Background: an optimization exercise with open tools, aiming at small area and a short achievable clock period. Do not read the settings as production practice. The RTL was checked by simulation tests, not by an equivalence proof against the original design. Power is estimated from default activity; no workload was simulated.

==> build 80: inputs <==
Design simd_vector_mac, start of the top module:
module simd_vector_mac (
    input clk,
    input rst_n,
    input valid_i,
    input start_i,
    input last_i,
    input [63:0] A,
    input [63:0] B,
    output vector_mac_valid_o,
    output [37:0] vector_mac_data_o
);
    logic [3:0] v_p, s_p, l_p;   
    logic [3:0] clr;   
    wire one1;
    wire two2;
    wire bp3;
    wire bp4;
    wire bp5;
    wire bp6;
    wire bp7;
    wire bp8;
    wire bp9;
    wire bp10;
    wire bp11;
    wire bp12;
    wire bp13;
    wire bp14;
    wire bp15;
    wire bp16;
    wire bp17;
    wire bp18;
    wire bp19;
    wire bn20;
    wire one21;
    wire two22;
    wire bp23;
    wire bp24;
    wire bp25;
    wire bp26;
    wire bp27;
    wire bp28;
    wire bp29;
    wire bp30;
    wire bp31;
    wire bp32;
    wire bp33;
    wire bp34;
    wire bp35;
    wire bp36;
    wire bp37;
    wire bp38;
    wire bp39;
    wire bn40;
    wire one41;
    wire two42;
    wire bp43;
    wire bp44;
    wire bp45;
    wire bp46;
    wire bp47;
    wire bp48;
    wire bp49;
    wire bp50;
    wire bp51;
    wire bp52;
    wire bp53;
    wire bp54;
    wire bp55;
    wire bp56;
    wire bp57;
    wire bp58;
    wire bp59;
    wire bn60;
    wire one61;
    wire two62;
    wire bp63;
    wire bp64;
    wire bp65;
    wire bp66;
    wire bp67;
    wire bp68;
    wire bp69;
    wire bp70;
    wire bp71;
    wire bp72;
    wire bp73;
    wire bp74;
    wire bp75;
    wire bp76;
    wire bp77;
    wire bp78;
    wire bp79;
    wire bn80;
    wire one81;
    wire two82;
    wire bp83;
    wire bp84;
    wire bp85;
    wire bp86;
    wire bp87;
    wire bp88;
    wire bp89;
  ...
Settings: LEC_CHECK=0, ABC_AREA=1, CAP_MARGIN=20, CORE_MARGIN=2, CORE_UTILIZATION=40, PLACE_DENSITY=0.8, SETUP_SLACK_MARGIN=2.4, SLEW_MARGIN=20; clock period 4.5 ns.
standard.sh (not shown) runs the stock make flow with config.mk's settings and CLKGATE_MAP_FILE= SYNTH_SCRIPT=/design/flow/synth_recipe.tcl, a recipe that flattens the netlist after the stock synthesis.
==> flow/flow/run.sh <==
#!/bin/bash
# Standard layout, with one netlist step between synthesis and floorplan: bubble2.py chooses the
# polarity of the full-adder cells, fa(~a,~b,~c) = ~fa(a,b,c), and of gates that have a
# complemented twin, so that the netlist needs fewer inverters. Registers are not touched.
# Port buffers are buf_2 cells instead of the delay cells buffer_ports picks by itself.
set -euo pipefail
R=$PWD/orfs/results/$FLOW_PLATFORM/simd_vector_mac/base
LIB=$FLOW_HOME/platforms/$FLOW_PLATFORM/lib/sky130_fd_sc_hd__tt_025C_1v80.lib
bash standard.sh "$R/1_2_yosys.v" > synth.log 2>&1
cp "$R/1_2_yosys.v" "$PWD/1_2_yosys_standard.v"
python3 flow/bubble2.py "$LIB" "$PWD/1_2_yosys_standard.v" "$R/1_2_yosys.v" > bubble.log 2>&1
export BUFFER_PORTS_ARGS="-buffer_cell sky130_fd_sc_hd__buf_2"
bash standard.sh finish > layout.log 2>&1
Other scripts of this flow, unchanged in this note and not shown: flow/flow/bubble2.py
==> inputs of build 11, as changes to build 80 <==
Settings changed: GPL_ROUTABILITY_DRIVEN set to 0, SETUP_SLACK_MARGIN 2.4 to 2.3.
==> inputs of build 85, as changes to build 80 <==
Settings changed: CTS_BUF_LIST set to sky130_fd_sc_hd__clkbuf_4 sky130_fd_sc_hd__clkbuf_8, SETUP_SLACK_MARGIN 2.4 to 2.3.
==> qor.yml <==
layout:
  buffer_area_frac: 0.04426
  multi_input_area_share: 0.5446
  post-route-util: 0.4843
  design_area_um2: 50270
routing:
  dr_wl_met2_um: 60320
  vias_per_cell: 5.383
  num_vias: 28820
cts:
  cts_resized: 106
worst_setup_path:
  cp-endpoint: "t7_54"
  reg2reg_to: "t7_54"
  critPathLaunch: "t4_123"
outcome:
  status: "finished clean"
placed_design:
  place.gp.congestion: 0.9693
pwr:
  power_density_nw_per_um2: 728.6
# the run above: build 80

==> qor.yml <==
outcome:
  status: "finished clean"
layout:
  design_area_um2: 48200
  post-route-util: 0.4644
  buffer_area_frac: 0.03071
  multi_input_area_um2: 26250
  multi_input_area_share: 0.5446
routing:
  vias_per_cell: 5.344
  num_vias: 28800
  dr_wl_met2_um: 58050
worst_setup_path:
  reg2reg_to: "t4_132"
  critPathLaunch: "B[47]"
pwr:
  power_density_nw_per_um2: 736.1
  ir_drop_mv: 0.4684
placed_design:
  place.gp.congestion: 0.9733
cts:
  cts_resized: 27
  cts_buffers: 120
sta:
  fin_crit_sh: 0.5027
# the run above: build 85

==> qor.yml <==
layout:
  multi_input_area_share: 0.5447
  post-route-util: 0.4656
  design_area_um2: 48330
  buffer_area_frac: 0.03133
pwr:
  power_density_nw_per_um2: 761.9
  swShare: 0.4251
routing:
  vias_per_cell: 5.518
  num_vias: 29230
cts:
  cts_tree: "done"
  cts_resized: 57
worst_setup_path:
  cp-endpoint: "t1_14"
  critPathLaunch: "B[17]"
  reg2reg_to: "t4_137"
outcome:
  status: "finished clean"
die:
  nWellTaps: 1380
placed_design:
  hpwlAfterDp_um: 98460
grt:
  grt_use_total: 0.2501
# the run above: build 11

## afterwards: timing with drivers on the ports
The flow's constraints put no driver on any port. The routed layouts listed below were extracted and timed again, unchanged, in two steps.
Step 1: set_driving_cell puts a clkbuf_16 on clk and a buf_2 on each other input, an assumption about the parent block.
Step 2, shift: input delay + t, output delay - t, t = (earliest + latest rising clock arrival at the registers) / 2. This alone moves slack from input paths to output paths.
Three values: no drivers, after step 1, after step 2; two values: the first two.
run | t (ns) | setup WS [ns] | worst setup path at the end | worst register clock-pin slew, ns | worst data-port slew with drivers (ns)
build 80 | 0.699 | 2.310 / 2.310 / 1.719 | input to register | 0.07 / 0.07 | 0.10
build 11 | 0.714 | 2.209 / 2.228 / 1.528 | input to register | 0.07 / 0.07 | 0.08
build 85 | 0.817 | 2.238 / 2.279 / 1.462 | input to register | 0.07 / 0.07 | 0.07
After both steps every run listed still meets setup and hold. The setup slack of build 85, which loses most, moves by +0.041 ns with the drivers and by -0.776 ns with both steps.
